This is an optimization exercise on Yosys and OpenROAD, whose aim is small area and a short achievable clock period, not a production implementation.
Only simulation tests tie the RTL to the original design; equivalence was not proved.
Power and IR drop assume default switching activity.

**flow/config.mk**
```make
export PLATFORM = sky130hd
export DESIGN_NAME = DSP48A1_simplified
export DESIGN_NICKNAME = DSP48A1_simplified
export VERILOG_FILES = /design/flow/design.v
export SDC_FILE = /design/flow/constraint.sdc
export NUM_CORES = 4
export LEC_CHECK = 0
export CAP_MARGIN = 20
export CORE_MARGIN = 2
export CORE_UTILIZATION = 40
export SLEW_MARGIN = 20
```
**flow/constraint.sdc**
```tcl
create_clock -name core_clock -period 6.5 [get_ports {clk}]
set_input_delay 1.3000 -clock core_clock [delete_from_list [all_inputs] [get_ports {clk}]]
set_output_delay 1.3000 -clock core_clock [all_outputs]
set_load 0.01 [all_outputs]
```
**flow/design.v**
```verilog
module DSP48A1_simplified (P, A, B, D, C, clk, rst_n);
    parameter OPERATION = "ADD";
    input [17:0] A, B, D;
    input [47:0] C;
    input clk, rst_n;
    output reg [47:0] P;
    reg [17:0] A_reg, B_reg, D_reg;
    reg [47:0] C_reg;
    reg [18:0] DB;
    reg [47:0] DBA;
    always @(posedge clk) begin
        A_reg <= A; B_reg <= B; D_reg <= D; C_reg <= C;
    end
    always @(posedge clk) begin
        if(!rst_n)begin
            DB <= 0;
            DBA <= 0;
            P <= 0;
        end
        else begin
            if(OPERATION == "ADD")begin
                DB <= D_reg + B_reg;
                DBA <= DB * A_reg;
                P <= DBA + C_reg;
            end
            else begin
                DB <= D_reg - B_reg;
                DBA <= DB * A_reg;
                P <= DBA - C_reg;
            end
        end
    end
endmodule
```
**flow/run.sh**
```bash
#!/bin/bash
# synth_recipe.tcl (not shown) runs the flow's synth.tcl, then flattens the netlist and writes it again
# the make line also repeats each setting of config.mk as NAME=value (left out here)
make -C /OpenROAD-flow-scripts/flow DESIGN_CONFIG=/design/flow/config.mk WORK_HOME=/design/flow/orfs CLKGATE_MAP_FILE= SYNTH_SCRIPT=/design/flow/synth_recipe.tcl finish
```
==> run summary <==
-- cell type report --
class / count / area, um2
Fill cell: 4257 / 23760
Sequential cell: 206 / 4140
Clock inverter: 10 / 125.1
Multi-Input combinational cell: 1397 / 12850
Timing Repair Buffer: 222 / 2057
Clock buffer: 32 / 681.9
Inverter: 322 / 1209
Tap cell: 600 / 750.7
-- worst paths after layout --
| check | from | endpoint | slack [ns] |
|---|---|---|---|
| min reg2reg | C_reg[47] | P[47] | 0.48 |
| min | C_reg[47] | P[47] | 0.48 |
| max | DB[14] | DBA[33] | 0.27 |
| max reg2reg | DB[14] | DBA[33] | 0.27 |
-- cell usage after synthesis, types with 11 or more instances --
cell and n:
ha_1 166, a31oi_1 12, a21oi_1 87, o21bai_1 12
clkbuf_1 72, o21a_1 11, nand4_1 14, nand2_1 255
xor2_1 35, dfxtp_1 206, and2_1 158, nand2b_1 12
fa_1 274, inv_1 321, a21o_1 28, o21ai_0 48
xnor2_1 39, nor2_1 110, nand3_1 17
-- cell usage in the layout, fill, tap and decap left out, types with 4 or more instances in the layout --
cell             count
nor2_1             110
o21bai_1            12
nand2_1            255
o31a_1               5
a31oi_1             12
nand4_1             14
o21a_1              11
xor2_1              35
a211oi_1             9
inv_1              321
buf_4               70
dfxtp_2             13
o211ai_1            10
nor3_1              10
or3_1                8
clkdlybuf4s50_1    151
a21o_1              28
a21oi_1             87
and2_1             158
clkbuf_16           25
or4_1                6
o31ai_1              9
nor2b_1              9
clkbuf_1             4
fa_1               274
xnor2_1             39
ha_1               166
nand2b_1            12
and3_1              10
nand3_1             17
o21ai_0             48
dfxtp_1            193
-- through the flow --
step                setup WS [ns]  std cells  hold WS [ns]  area (um2)  util, %
floorplan                  0.3173       2008        0.4389       18510        -
global placement           0.1963       2747        0.4561       20990    46.06
detailed placement         0.1264       2747        0.4741       20990    46.06
CTS                       0.09114       2789        0.4811       21800    47.83
global route             0.001292       2789        0.5094       21810    47.86
finish                     0.2654       2789        0.4815       21810    47.86
-- critical path, cell delays in order (launching register included) --
cell     delay (ns)
dfxtp_1        0.63
buf_4          0.29
nand2_1        0.10
fa_1           0.51
inv_1          0.05
fa_1           0.48
fa_1           0.61
fa_1           0.45
fa_1           0.49
inv_1          0.05
fa_1           0.49
inv_1          0.05
ha_1           0.37
a211o_1        0.33
o31a_1         0.27
nand4_1        0.09
a21oi_1        0.06
o41ai_1        0.30
buf_4          0.18
a31oi_1        0.10
xnor2_1        0.17
nor2_1         0.06
-- metal layers --
metal	global-route usage, %	vias to the layer above
met2	35.27	327
met1	25.26	6969
met3	2.689	76
met4	7.613	0
met5	0	-
li1	-	6610
-- logic make-up after synthesis --
group,count (synthesis),synth area share (%)
XOR/XNOR,74,3.501
AND/OR/NAND/NOR,622,16.07
flip-flops,206,22.28
buffers and inverters,405,8.307
AO/OA/AOI/OAI,259,8.888
multiplexers,2,0.1081
adder cells (fa/ha/maj),440,40.85
-- power by group --
part	switching, mW	leakage (nW)	internal, mW
logic	4.74	8.32	3.85
registers	0.157	1.73	1.54
clock network	0.546	0.386	0.821
==> flow_metrics.tcl <==
set metrics [dict create \
    syn-num-nets 2552 \
    dr.pass1.iters 6 \
    grt_max_degree 50 \
    initial_utilization_pct 40.62 \
    antenna_found_initial 0 \
    hold_viol 0 \
    status "timing/DRC/antenna clean" \
    cts-resized-gates 0 \
    ant_nets 0 \
    fin_skew_ns 0.04043 \
    grt_pass1_vias 14680 \
    fin_nets 2717 \
    routedWlPerCell_um 16.88 \
    ios 152 \
    maxCapViolations 0 \
    grt_pass1_wl_um 75900 \
    synth_area_leaders "fa_1 30%, dfxtp_1 22%, ha_1 11%" \
    grt_usage_pct 20.15 \
    syn_area_per_cell_um2 9.219 \
    io_buffer_count 151 \
    hp-class "reg2reg" \
    vias 13980 \
    ys_ff_latch 206 \
    antenna_cells 0 \
    cts_tree "yes" \
    slew_violations 0 \
    peakVddDrop_v 0.0007508 \
    ys.flop_type "dfxtp_1" \
    worstPathRequired_ns 6.94 \
    worstHoldPathCells 2 \
    min_period_ns 6.235 \
    setup_tns_ns 0 \
    die_height_um 219.1 \
    viasPerCell 5.013 \
    gp_congestion 0.8689 \
    dieArea_um2 48020 \
    drcViolationCount 0 \
    clkTransAtPathRegs_ns 0.06 \
    yosysWarnings 1 \
    synth_cells 2008 \
    core_um2 45580 \
    clock_latency_ns 0.55 \
    highest_layer "met4" \
    cp_max_fo 10 \
    arrival_ns 6.67 \
    yosysTopAreaCellShare_pct 29.63 \
    ys_seq_area_share_pct 22.28 \
    drt-met1-wl_um 19810 \
    max_freq_mhz 160.4 \
    drive_gt1_share_pct 6.167 \
    synth_top_cell_by_area "fa_1" \
    syn2layout_area_growth_pct 17.84 \
    synth_async_sr_flop_share_pct 0 \
    ys_types 64 \
    rsz0062_at_grt "false" \
    grt-ovfl-total 0 \
    cts_made_buffers 24 \
    cts_setup_buffers 0 \
    slew_headroom_pct 38.77 \
    cp-end-kind "flop" \
    cts-root-buf "clkbuf_16" \
    rows 78 \
    synth_edf_count 0 \
    drt-total-wl_um 47070 \
    cts_buffer_depth 3 \
    p_total_mw 11.65 \
    worst_pin_slew_ns 0.9185 \
    ctsHtreeMaxLevel 1 \
    r2r_cells 21 \
    clock-sinks 206 \
    dr_wl_met2_um 23280 \
    hpwl_um 38650 \
    timing.final.crit_share_pct 95.92 \
    p_leak_nw 10.43 \
    wl_met3_um 2022 \
    die_w_um 219.1 \
    path_class "reg2reg" \
    synth_area_um2 18510 \
    drt_first_iter_violations 730 \
    power_density_nw_per_um2 534.1 \
    setup_viol 0 \
    cts_hold_buf 0 \
    worstSetupStartpointType "flop" \
]

[afterwards: timing with drivers on the ports]
No port has a modelled driver above. Below, the same layout with a new extraction and two added sets of constraints. Step 1, drivers: a clkbuf_16 drives clk and a buf_2 each remaining input, both assumed. Step 2 also shifts input and output timing later by t, the mid clock arrival at the registers, as if the neighbouring blocks saw the same clock. Slacks: ideal ports / drivers / drivers and shift; pairs: ideal ports / drivers.
t (ns): 0.584
slack for setup (ns): 0.265 / 0.265 / 0.265
slew at the worst register clock pin (ns): 0.06 / 0.06
After both steps setup and hold are still met in this run. For this run, drivers alone change the setup slack by 0.000 ns; drivers and shift together by 0.000 ns.
